What follows belongs to an exercise in optimizing a design on an open flow for small area and a short achievable clock period; a production flow would make more cautious choices. At most, simulation tests tie the RTL to the original design; equivalence was not proved. The RTL of run 2 was laid out without a check of its function. No run shown here takes its clock network from TritonCTS; it comes from the design's own scripts or RTL. The flow treats the clock pin as an ideal source. Dropping or thinning the clock tree relies on that and would not hold on a real chip.

==> flow/design.v (outline; a module is shown in full before it is edited, if it fits) <==
// module mul16_top: 15 lines
// module multiplier: 1841 lines
// module mul_fa: 4 lines
// module mul_xnor: 3 lines
// module mul_or: 3 lines
module mul16_top(
    input clk,
    input [15:0] a,
    input [15:0] b,
    output reg [31:0] res
);
  // ...
==> flow/flow/run.sh <==
#!/bin/bash
# Own layout flow: the standard ORFS flow (standard.sh), with
#  - port buffers of a small, fast buffer cell instead of the default delay buffer;
#  - the clock tree rebuilt after CTS as one level of four buffers driven by the clock
#    port (flatten_clock_core.tcl), which shortens the clock's insertion delay for all
#    registers alike;
#  - after that, and after global routing, timing repair aiming for setup slack above a
#    margin, so that the design is sized for the period it can reach rather than left at
#    minimum size by the loose clock.
# make's output goes to standard.log here; ORFS keeps each step's log in orfs/logs.
set -euo pipefail
cd "$(dirname "$0")/.."
export FLOW_DIR_OWN="$PWD/flow"
export FLOW_SETUP_MARGIN=0
export FLOW_IN_REG_CELL=sky130_fd_sc_hd__dfxtp_2
export BUFFER_PORTS_ARGS="-buffer_cell sky130_fd_sc_hd__buf_1"
export CTS_ARGS="-sink_clustering_enable -repair_clock_nets -dont_use_dummy_load -buf_list sky130_fd_sc_hd__clkbuf_8"
export POST_CTS_TCL="$PWD/flow/flatten_clock_post.tcl"
export PRE_GLOBAL_ROUTE_TCL="$PWD/flow/grt_margin.tcl"
bash standard.sh > standard.log 2>&1
==> flow/flow/flatten_clock_core.tcl <==
# Rebuild the clock tree that CTS made as a single level: the clock port drives
# NLEAF clock buffers directly, each driving the registers of one region of the
# core. This removes the root buffer level and so the clock's insertion delay
# (it does not skew registers against each other: all go through one buffer).
set nleaf 4
set bufcell sky130_fd_sc_hd__clkbuf_16
set block [ord::get_db_block]
set clknet [$block findNet clk]
# every register clock pin (sink) of the tree, and every clock-tree buffer
set sinks {}
set bufs {}
set todo [list $clknet]
while {[llength $todo]} {
  set net [lindex $todo 0]
  set todo [lrange $todo 1 end]
  foreach it [$net getITerms] {
    if {![$it isInputSignal] && [$it getIoType] ne "INPUT"} { continue }
    set inst [$it getInst]
    set m [[$inst getMaster] getName]
    if {[string match "sky130_fd_sc_hd__clkbuf*" $m] || [string match "sky130_fd_sc_hd__clkinv*" $m] || [string match "sky130_fd_sc_hd__buf*" $m]} {
      if {[lsearch -exact $bufs $inst] < 0} {
        lappend bufs $inst
        foreach o [$inst getITerms] {
          if {[$o isOutputSignal]} { lappend todo [$o getNet] }
        }
      }
    } else {
      lappend sinks $it
    }
  }
}
puts "flatten_clock: [llength $sinks] sinks, [llength $bufs] buffers"
# split the sinks into nleaf groups: halves by x, then each half by y
proc loc {it} {
  set b [[$it getInst] getBBox]
  return [list [expr {([$b xMin] + [$b xMax]) / 2}] [expr {([$b yMin] + [$b yMax]) / 2}]]
}
proc split_by {items idx} {
  set s [lsort -real -index 1 [lmap it $items {list $it [lindex [loc $it] $idx]}]]
  set n [expr {[llength $s] / 2}]
  return [list [lmap p [lrange $s 0 [expr {$n - 1}]] {lindex $p 0}] [lmap p [lrange $s $n end] {lindex $p 0}]]
}
set groups {}
foreach half [split_by $sinks 0] {
  foreach q [split_by $half 1] { lappend groups $q }
}
# remove the old tree
foreach inst $bufs {
  foreach o [$inst getITerms] {
    if {[$o isOutputSignal]} {
      set n [$o getNet]
      foreach it [$n getITerms] { $it disconnect }
      odb::dbNet_destroy $n
    }
  }
  odb::dbInst_destroy $inst
}
# one buffer per group, at the group's centre
set master [[ord::get_db] findMaster $bufcell]
set k 0
foreach g $groups {
  set sx 0; set sy 0
  foreach it $g { lassign [loc $it] x y; incr sx $x; incr sy $y }
  set cx [expr {$sx / [llength $g]}]; set cy [expr {$sy / [llength $g]}]
  set inst [odb::dbInst_create $block $master "clkbuf_leaf_$k"]
  set net [odb::dbNet_create $block "clknet_leaf_$k"]
  $net setSigType CLOCK
  [$inst findITerm A] connect $clknet
  [$inst findITerm X] connect $net
  foreach it $g { $it connect $net }
  $inst setLocation $cx $cy
  $inst setPlacementStatus PLACED
  puts "flatten_clock: clkbuf_leaf_$k drives [llength $g] sinks"
  incr k
}
==> flow/flow/flatten_clock_post.tcl <==
source $::env(FLOW_DIR_OWN)/flatten_clock_core.tcl
if {[info exists ::env(FLOW_IN_REG_CELL)] && $::env(FLOW_IN_REG_CELL) ne ""} {
  foreach inst [get_cells {a_r* b_r*}] {
    replace_cell $inst $::env(FLOW_IN_REG_CELL)
  }
}
detailed_placement
estimate_parasitics -placement
# size the design for the period it can reach: repair setup against a margin
set ::env(SETUP_SLACK_MARGIN) $::env(FLOW_SETUP_MARGIN)
repair_timing_helper
detailed_placement
check_placement -verbose
==> flow/flow/grt_margin.tcl <==
# the global-route stage's timing repair uses the same setup margin as after CTS
set ::env(SETUP_SLACK_MARGIN) $::env(FLOW_SETUP_MARGIN)
==> flow/standard.sh <==
#!/bin/bash
# synth_recipe.tcl (not shown) runs the flow's synth.tcl, then flattens the netlist and writes it again
# the make line also repeats each setting of config.mk as NAME=value (left out here)
make -C /OpenROAD-flow-scripts/flow DESIGN_CONFIG=/design/flow/config.mk WORK_HOME=/design/flow/orfs CLKGATE_MAP_FILE= SYNTH_SCRIPT=/design/flow/synth_recipe.tcl "${@:-finish}"
==> flow/config.mk <==
export PLATFORM = sky130hd
export DESIGN_NAME = mul16_top
export DESIGN_NICKNAME = mul16_top
export VERILOG_FILES = /design/flow/design.v
export SDC_FILE = /design/flow/constraint.sdc
export NUM_CORES = 4
export LEC_CHECK = 0
export CAP_MARGIN = 20
export CORE_MARGIN = 2
export CORE_UTILIZATION = 55
export SLEW_MARGIN = 20
export SYNTH_HIERARCHICAL = 1
==> flow/constraint.sdc <==
create_clock -name core_clock -period 22.0 [get_ports {clk}]
set_input_delay 4.4000 -clock core_clock [delete_from_list [all_inputs] [get_ports {clk}]]
set_output_delay 4.4000 -clock core_clock [all_outputs]
set_load 0.01 [all_outputs]
==> key figures, run 1 <==
Run status
  – Status: no timing/DRC/antenna violations

Global routing
  – Largest net degree at the start of global routing: 17
  – GR Util met3: 3.61%
  – Vias in the first global route: 6680
  – Initial antenna violation count: 0
  – Grt met2 use: 50.1%
  – Most Used Layer, Global Route: met2
  – Overall routing resource usage: 28.6%

Floorplan
  – Die height: 126 um
  – Die Footprint: 0.0159 mm2

Synth
  – EDFF count, synth: 0
  – Ys Warns: 7
  – Sequential fraction of the synthesis area: 15.6%
  – Most frequent cells after synthesis: 275 x nand2_1, 195 x fa_1, 64 x dfxtp_1
  – Largest area contributor in the netlist: fa_1

Routing
  – Total iterations of the first detailed-routing run: 5
  – Routed wl met3: 1250 um
  – Uppermost layer routed: met4
  – Via count: 5994
  – DR DRC count: 0

Timing
  – Final Hold Viols: 0
  – Min Clock Period, post-route: 5.45 ns
  – Worst Max-Slew Pin Slew: 0.594 ns
  – TNS Setup: 0 ns

Placed design
  – Pre-CTS setup slack: 16.36 ns
  – # port buffers: 64

Setup path
  – Slowest-stage cell, CP: dfxtp_2
  – CP Launch Point: b_r[6]
  – CP arrival: 5.51 ns
  – CP delay by family, top: adder cells
  – Crit-path max cell delay: 0.59 ns
  – Crit-path max FO: 16

Finish
  – Most frequent cells in the layout: 275 x nand2_1, 195 x fa_1, 64 x buf_1
  – Multi-input gates: 683
  – Ant. Diodes: 0
  – Fraction of area in multi-input gates: 77.6%
  – Final std cells w/o fill: 1005
  – Fillers: 1247

Hold path
  – HP Start: b_r[0]
  – Worst hold path endpoint: res[0]
  – Path type of the worst min-delay path: flip-flop to flip-flop
==> run 2, diff against run 1 <==
--- a/flow/design.v
+++ b/flow/design.v
@@ -1496,76 +1496,76 @@
   mul_fa u_s665 (.a(c554), .b(s611), .ci(c610), .s(s665), .co(c666));
   mul_fa u_s667 (.a(c558), .b(s613), .ci(c612), .s(s667), .co(c668));
   mul_fa u_s669 (.a(s565), .b(c614), .ci(s615), .s(s669), .co(c670));
   mul_fa u_s671 (.a(c566), .b(s617), .ci(c616), .s(s671), .co(c672));
   mul_fa u_s673 (.a(c568), .b(s619), .ci(c618), .s(s673), .co(c674));
   mul_fa u_s675 (.a(pp240), .b(pp255), .ci(c620), .s(s675), .co(c676));
   assign g677 = pp1 & 1'b1;
   assign p678 = pp1 ^ 1'b1;
-  assign g679 = pp17 & pp2;
-  assign p680 = pp17 ^ pp2;
-  assign g681 = pp33 & s621;
-  assign p682 = pp33 ^ s621;
-  assign g683 = c622 & s623;
-  assign p684 = c622 ^ s623;
-  assign g685 = c624 & s625;
-  assign p686 = c624 ^ s625;
-  assign g687 = c626 & s627;
-  assign p688 = c626 ^ s627;
-  assign g689 = c628 & s629;
-  assign p690 = c628 ^ s629;
-  assign g691 = c630 & s631;
-  assign p692 = c630 ^ s631;
-  assign g693 = c632 & s633;
-  assign p694 = c632 ^ s633;
-  assign g695 = c634 & s635;
-  assign p696 = c634 ^ s635;
-  assign g697 = c636 & s637;
-  assign p698 = c636 ^ s637;
-  assign g699 = c638 & s639;
-  assign p700 = c638 ^ s639;
-  assign g701 = c640 & s641;
-  assign p702 = c640 ^ s641;
-  assign g703 = c642 & s643;
-  assign p704 = c642 ^ s643;
-  assign g705 = c644 & s645;
-  assign p706 = c644 ^ s645;
-  assign g707 = c646 & s647;
-  assign p708 = c646 ^ s647;
-  assign g709 = c648 & s649;
-  assign p710 = c648 ^ s649;
-  assign g711 = c650 & s651;
-  assign p712 = c650 ^ s651;
-  assign g713 = c652 & s653;
-  assign p714 = c652 ^ s653;
-  assign g715 = c654 & s655;
-  assign p716 = c654 ^ s655;
-  assign g717 = c656 & s657;
-  assign p718 = c656 ^ s657;
-  assign g719 = s659 & c658;
-  assign p720 = s659 ^ c658;
-  assign g721 = s661 & c660;
-  assign p722 = s661 ^ c660;
-  assign g723 = c662 & s663;
-  assign p724 = c662 ^ s663;
-  assign g725 = c664 & s665;
-  assign p726 = c664 ^ s665;
-  assign g727 = s667 & c666;
-  assign p728 = s667 ^ c666;
-  assign g729 = s669 & c668;
-  assign p730 = s669 ^ c668;
-  assign g731 = s671 & c670;
-  assign p732 = s671 ^ c670;
-  assign g733 = s673 & c672;
-  assign p734 = s673 ^ c672;
-  assign g735 = s675 & c674;
-  assign p736 = s675 ^ c674;
-  assign g737 = pp256 & c676;
-  assign p738 = pp256 ^ c676;
+  mul_and u_g679 (.a(pp17), .b(pp2), .y(g679));
+  mul_xor u_p680 (.a(pp17), .b(pp2), .y(p680));
+  mul_and u_g681 (.a(pp33), .b(s621), .y(g681));
+  mul_xor u_p682 (.a(pp33), .b(s621), .y(p682));
+  mul_and u_g683 (.a(c622), .b(s623), .y(g683));
+  mul_xor u_p684 (.a(c622), .b(s623), .y(p684));
+  mul_and u_g685 (.a(c624), .b(s625), .y(g685));
+  mul_xor u_p686 (.a(c624), .b(s625), .y(p686));
+  mul_and u_g687 (.a(c626), .b(s627), .y(g687));
+  mul_xor u_p688 (.a(c626), .b(s627), .y(p688));
+  mul_and u_g689 (.a(c628), .b(s629), .y(g689));
+  mul_xor u_p690 (.a(c628), .b(s629), .y(p690));
+  mul_and u_g691 (.a(c630), .b(s631), .y(g691));
+  mul_xor u_p692 (.a(c630), .b(s631), .y(p692));
+  mul_and u_g693 (.a(c632), .b(s633), .y(g693));
+  mul_xor u_p694 (.a(c632), .b(s633), .y(p694));
+  mul_and u_g695 (.a(c634), .b(s635), .y(g695));
+  mul_xor u_p696 (.a(c634), .b(s635), .y(p696));
+  mul_and u_g697 (.a(c636), .b(s637), .y(g697));
+  mul_xor u_p698 (.a(c636), .b(s637), .y(p698));
+  mul_and u_g699 (.a(c638), .b(s639), .y(g699));
+  mul_xor u_p700 (.a(c638), .b(s639), .y(p700));
+  mul_and u_g701 (.a(c640), .b(s641), .y(g701));
+  mul_xor u_p702 (.a(c640), .b(s641), .y(p702));
+  mul_and u_g703 (.a(c642), .b(s643), .y(g703));
+  mul_xor u_p704 (.a(c642), .b(s643), .y(p704));
+  mul_and u_g705 (.a(c644), .b(s645), .y(g705));
+  mul_xor u_p706 (.a(c644), .b(s645), .y(p706));
+  mul_and u_g707 (.a(c646), .b(s647), .y(g707));
+  mul_xor u_p708 (.a(c646), .b(s647), .y(p708));
+  mul_and u_g709 (.a(c648), .b(s649), .y(g709));
+  mul_xor u_p710 (.a(c648), .b(s649), .y(p710));
+  mul_and u_g711 (.a(c650), .b(s651), .y(g711));
+  mul_xor u_p712 (.a(c650), .b(s651), .y(p712));
+  mul_and u_g713 (.a(c652), .b(s653), .y(g713));
+  mul_xor u_p714 (.a(c652), .b(s653), .y(p714));
+  mul_and u_g715 (.a(c654), .b(s655), .y(g715));
+  mul_xor u_p716 (.a(c654), .b(s655), .y(p716));
+  mul_and u_g717 (.a(c656), .b(s657), .y(g717));
+  mul_xor u_p718 (.a(c656), .b(s657), .y(p718));
+  mul_and u_g719 (.a(s659), .b(c658), .y(g719));
+  mul_xor u_p720 (.a(s659), .b(c658), .y(p720));
+  mul_and u_g721 (.a(s661), .b(c660), .y(g721));
+  mul_xor u_p722 (.a(s661), .b(c660), .y(p722));
+  mul_and u_g723 (.a(c662), .b(s663), .y(g723));
+  mul_xor u_p724 (.a(c662), .b(s663), .y(p724));
+  mul_and u_g725 (.a(c664), .b(s665), .y(g725));
+  mul_xor u_p726 (.a(c664), .b(s665), .y(p726));
+  mul_and u_g727 (.a(s667), .b(c666), .y(g727));
+  mul_xor u_p728 (.a(s667), .b(c666), .y(p728));
+  mul_and u_g729 (.a(s669), .b(c668), .y(g729));
+  mul_xor u_p730 (.a(s669), .b(c668), .y(p730));
+  mul_and u_g731 (.a(s671), .b(c670), .y(g731));
+  mul_xor u_p732 (.a(s671), .b(c670), .y(p732));
+  mul_and u_g733 (.a(s673), .b(c672), .y(g733));
+  mul_xor u_p734 (.a(s673), .b(c672), .y(p734));
+  mul_and u_g735 (.a(s675), .b(c674), .y(g735));
+  mul_xor u_p736 (.a(s675), .b(c674), .y(p736));
+  mul_and u_g737 (.a(pp256), .b(c676), .y(g737));
+  mul_xor u_p738 (.a(pp256), .b(c676), .y(p738));
   assign g739 = 1'b1 & 1'b1;
   assign p740 = 1'b1 ^ 1'b1;
   assign g741 = g677 | (p678 & 1'b1);
   assign G742 = g679 | (p680 & g741);
   assign P743 = p680 & p678;
   assign G744 = g681 | (p682 & g679);
   assign P745 = p682 & p680;
   assign G746 = g683 | (p684 & g681);
@@ -1854,14 +1854,20 @@
   assign res[29] = ~(p736 ^ G992);
   assign res[30] = ~(p738 ^ G994);
   assign res[31] = ~(p740 ^ G996);
 endmodule
 module mul_fa(input a, input b, input ci, output s, output co);
   assign s = a ^ b ^ ci;
   assign co = (a & b) | (a & ci) | (b & ci);
 endmodule
+module mul_and(input a, input b, output y);
+  assign y = a & b;
+endmodule
+module mul_xor(input a, input b, output y);
+  assign y = a ^ b;
+endmodule
 module mul_xnor(input a, input b, output y);
   assign y = ~(a ^ b);
 endmodule
 module mul_or(input a, input b, output y);
   assign y = a | b;
 endmodule
--- a/flow/flow/run.sh
+++ b/flow/flow/run.sh
@@ -7,14 +7,13 @@
 #  - after that, and after global routing, timing repair aiming for setup slack above a
 #    margin, so that the design is sized for the period it can reach rather than left at
 #    minimum size by the loose clock.
 # make's output goes to standard.log here; ORFS keeps each step's log in orfs/logs.
 set -euo pipefail
 cd "$(dirname "$0")/.."
 export FLOW_DIR_OWN="$PWD/flow"
 export FLOW_SETUP_MARGIN=0
-export FLOW_IN_REG_CELL=sky130_fd_sc_hd__dfxtp_2
 export BUFFER_PORTS_ARGS="-buffer_cell sky130_fd_sc_hd__buf_1"
 export CTS_ARGS="-sink_clustering_enable -repair_clock_nets -dont_use_dummy_load -buf_list sky130_fd_sc_hd__clkbuf_8"
 export POST_CTS_TCL="$PWD/flow/flatten_clock_post.tcl"
 export PRE_GLOBAL_ROUTE_TCL="$PWD/flow/grt_margin.tcl"
 bash standard.sh > standard.log 2>&1
==> flow/flow/flatten_clock_post.tcl (replaced) <==
source $::env(FLOW_DIR_OWN)/flatten_clock_core.tcl
detailed_placement
estimate_parasitics -placement
# size the design for the period it can reach: repair setup against a margin
set ::env(SETUP_SLACK_MARGIN) $::env(FLOW_SETUP_MARGIN)
repair_timing_helper
detailed_placement
check_placement -verbose
==> run 2 against run 1 <==
Net effect: still clean on timing, DRC and antenna; critical path depth is 1 lower; routed wire length grew 6.1%; clock skew up 0.00052 ns; setup slack worse by 0.36 ns; die area increased by 2.1%; register-to-register slack got worse by 0.36 ns; worst hold slack better by 0.15 ns; sequential share of layout area decreased by 0.71 points; first-iteration DRC count grew 36%; highest routed layer unchanged.
==> key figures, run 2 <==
Run status
  – Status: no timing/DRC/antenna violations (unchanged)

Placed design
  – HPWL Detailed: 17400 um (was 16100 um)
  – Routability cong.: 0.997 (was 0.952)
  – Pre-CTS setup slack: 16.32 ns (was 16.36 ns)
  – # port buffers: 64 (unchanged)

Floorplan
  – Die Footprint: 0.0162 mm2 (was 0.0159 mm2)
  – Die height: 127 um (was 126 um)
  – Row count: 45 (was 44)
  – Die X: 127 um (was 126 um)
  – I/O pin count: 65 (unchanged)
  – Core box area: 0.0150 mm2 (was 0.0145 mm2)
  – Initial Util: 55.7% (was 56.4%)

Finish
  – Area delta synth->final: 3.74% (was 4.24%)
  – Area of the multi-input gates: 0.00681 mm2 (was 0.00663 mm2)
  – Sequential Area: 0.00128 mm2 (was 0.00132 mm2)
  – Most frequent cells in the layout: 285 x nand2_1, 195 x fa_1, 64 x dfxtp_1, 64 x buf_1, 42 x xor2_1 (was 275 x nand2_1, 195 x fa_1, 64 x buf_1)
  – Ant. Diodes: 0 (unchanged)
  – Layout cells sized above 1: 1.70% (was 6.09%)
  – Top reg by flops: res (unchanged)
  – Commonest non-fill, non-tap cell in the layout: nand2_1 (unchanged)
  – Final #Nets: 1111 (was 1082)
  – Max reg flops: 32 (unchanged)
  – Fillers: 1344 (was 1247)
  – Largest regs: res: 32 flops, a_r: 16 flops, b_r: 16 flops (unchanged)

Setup path
  – R2r worst-path depth: 14 (was 15)
  – Slowest-stage cell, CP: dfxtp_1 (was dfxtp_2)
  – Nature of the critical path endpoint: flip-flop (unchanged)
  – CP arrival: 5.80 ns (was 5.51 ns)
  – Crit-path max FO: 16 (unchanged)
  – CP delay by family, top: adder cells (unchanged)
  – Crit-path max cell delay: 0.80 ns (was 0.59 ns)
  – Crit path cell chain: nand2_1 -> fa_1 -> fa_1 -> fa_1 -> fa_1 -> fa_1 -> fa_1 -> xor2_1 -> nand2_1 -> o21ai_1 -> a211oi_1 -> a31oi_2 -> a31oi_1 -> xor2_1 (was nand2_1 -> fa_1 -> fa_1 -> fa_1 -> fa_1 -> fa_1 -> fa_1 -> ha_1 -> a21oi_1 -> o21ai_1 -> a21o_1 -> a211o_1 -> a31o_1 -> a21oi_1 -> xor2_1)
  – WP data required: 21.99 ns (was 22.07 ns)
  – Most frequent CP cell: fa_1 (unchanged)
  – Setup CP Type: flip-flop to flip-flop (unchanged)
  – CP startpoint kind: flip-flop (unchanged)
  – CP bufs+invs: 0 (unchanged)
  – Worst path depth: 14 (was 15)

Global routing
  – GR Util met3: 5.19% (was 3.61%)
  – Initial antenna violation count: 0 (unchanged)
  – Most Used Layer, Global Route: met2 (unchanged)
  – Overflow after GRT: 0 (unchanged)
  – Grt met2 use: 49.8% (was 50.1%)
  – Overall routing resource usage: 30.2% (was 28.6%)
  – Largest net degree at the start of global routing: 17 (unchanged)
  – Vias in the first global route: 7019 (was 6680)
  – Global-route wire length before repair: 37000 um (was 34800 um)
  – Met1 Use GR: 38.2% (was 36.0%)

Routing
  – Via count: 6433 (was 5994)
  – DR DRC count: 0 (unchanged)
  – Routed WL: 22700 um (was 21400 um)
  – Drt via density: 6.02 (was 5.96)
  – Total iterations of the first detailed-routing run: 7 (was 5)
  – Initial DRC Count: 464 (was 342)
  – Routed Antenna Nets: 0 (unchanged)
  – DR WL/cell: 21.2 um (was 21.3 um)

Hold path
  – Path type of the worst min-delay path: flip-flop to flip-flop (unchanged)
  – Hold Crit Depth: 1 (unchanged)

Clock network
  – Worst-path clk slew: 0.09 ns (about the same)
  – Clk sink count: 64 (unchanged)
  – Clock Latency Late Sink: 0.15 ns (was 0.16 ns)

Timing
  – Min Clock Period, post-route: 5.81 ns (was 5.45 ns)
  – Worst Clk Skew: 0.0239 ns (was 0.0234 ns)
  – Final WS setup: 16.19 ns (was 16.55 ns)
  – Worst Max-Slew Pin Slew: 0.935 ns (was 0.594 ns)
  – Final setup vio count: 0 (unchanged)
  – Final Hold Viols: 0 (unchanged)
  – TNS Setup: 0 ns (unchanged)
  – RSZ-0062 raised after global routing: no (unchanged)
  – Fmax: 0.172 GHz (was 0.184 GHz)
  – Rel. slew slack: 37.5% (was 60.3%)
  – Tcrit/Tclk final: 26.4% (was 24.8%)
  – Slew Viols, Final: 0 (unchanged)

Synth
  – Largest area contributor in the netlist: fa_1 (unchanged)
  – Main synth FF type: dfxtp_1 (unchanged)
  – Largest cells by area after synthesis: fa_1 47%, dfxtp_1 15%, nand2_1 13% (was fa_1 48%, dfxtp_1 16%, nand2_1 13%)
  – Most frequent cells after synthesis: 285 x nand2_1, 195 x fa_1, 66 x clkbuf_1 (was 275 x nand2_1, 195 x fa_1, 64 x dfxtp_1)
  – Sequential fraction of the synthesis area: 15.3% (was 15.6%)
  – Syn Std Cell Area: 0.00837 mm2 (was 0.00820 mm2)
  – Yosys reg bits: 64 (unchanged)
  – Syn Area/Cell: 9.50 um2 (was 10.0 um2)
  – Distinct cells, synth: 53 (was 47)
  – Top-area cell type share of the netlist area: 46.6% (was 47.6%)
  – Post-synthesis net count: 1109 (was 1079)
  – EDFF count, synth: 0 (unchanged)
  – Ys Warns: 7 (unchanged)
  – Post-Synthesis Cells: 881 (was 820)
  – Share of flip-flops with an asynchronous set or reset: 0% (unchanged)
  – Most common cell in the netlist: nand2_1 (unchanged)

Job
  – Max-Cap Viols: 0 (unchanged)
[run 2: cell count changes after synthesis, sizes merged, moves of 3 or more]
cell and delta:
nor4 +3, buf -9, nand2b -4, nor2 +19, ha -31, clkbuf +9
o2111ai -4, a211oi +7, nand2 +10, xor2 +24, and2 +30, and3 -4
[run 2: routing by layer]
metal,vias up,wire length [um]
li1,2756,-
met1,3306,8770
met2,298,11200
met3,73,1520
met4,0,1230
met5,-,0
[run 2: worst paths after layout]
kind           from       to  slack, ns
max reg2reg  b_r[6]  res[24]      16.19
min reg2reg  b_r[0]   res[0]       0.83
max          b_r[6]  res[24]      16.19
min          b_r[0]   res[0]       0.83
[run 2: per-stage QoR]
step | utilization, % | hold slack, ns | cells | area [um2]
finish | 57.8 | 0.828 | 1069 | 8690
detailed placement | 57.1 | 0.801 | 1065 | 8590
floorplan | - | 0.629 | 881 | 8370
global route | 57.8 | 0.864 | 1069 | 8690
global placement | 57.1 | 0.771 | 1065 | 8590
[run 2: cells by family after synthesis]
group | share of synthesized area, %
adders and majority gates | 46.6
buffers and inverters | 3.41
DFF | 15.3
xor gates and xnor gates | 6.80
AOI/OAI and AO/OA | 7.62
and+or+nand+nor | 20.1
muxes | 0.120
[run 2: modules after synthesis (local to each module, per instance)]
module | flip-flops and latches | area [um2]
mul16_top | 64 | 1280
mul_and | 0 | 6.26
mul_fa | 0 | 20.0
mul_or | 0 | 6.26
mul_xnor | 0 | 8.76
mul_xor | 0 | 8.76
multiplier | 0 | 2510
[run 2: layout make-up]
cell class	instances	area share (%)
tap	188	2.71
buffer	4	1.15
sequential	64	14.8
multi-input combinational	743	78.4
inverter	6	0.259
timing repair buffer	64	2.77

-- re-timing with driven ports --
The results above use ideal ports. As a check the final layouts listed here were re-extracted and re-timed, cells and wires unchanged.
Step 1 assumes that a clkbuf_16 drives the clock port and a buf_2 every other input.
Step 2 moves the port delays by t, midway between the first and last clock arrival at a register: inputs arrive t later, outputs are due t later. That takes back most of the time a late clock gives input paths.
a / b / c = ideal / step 1 / step 2; a / b = the first two.
run	t, ns	setup WS [ns]	hold WS [ns]	worst setup path at the end	worst register clock-pin slew, ns
run 1	0.241	16.552 / 16.552 / 16.552	0.678 / 0.678 / 0.678	register to register	0.09 / 0.09
run 2	0.243	16.191 / 16.191 / 16.191	0.828 / 0.828 / 0.828	register to register	0.09 / 0.09
After both steps every run listed still meets setup and hold.
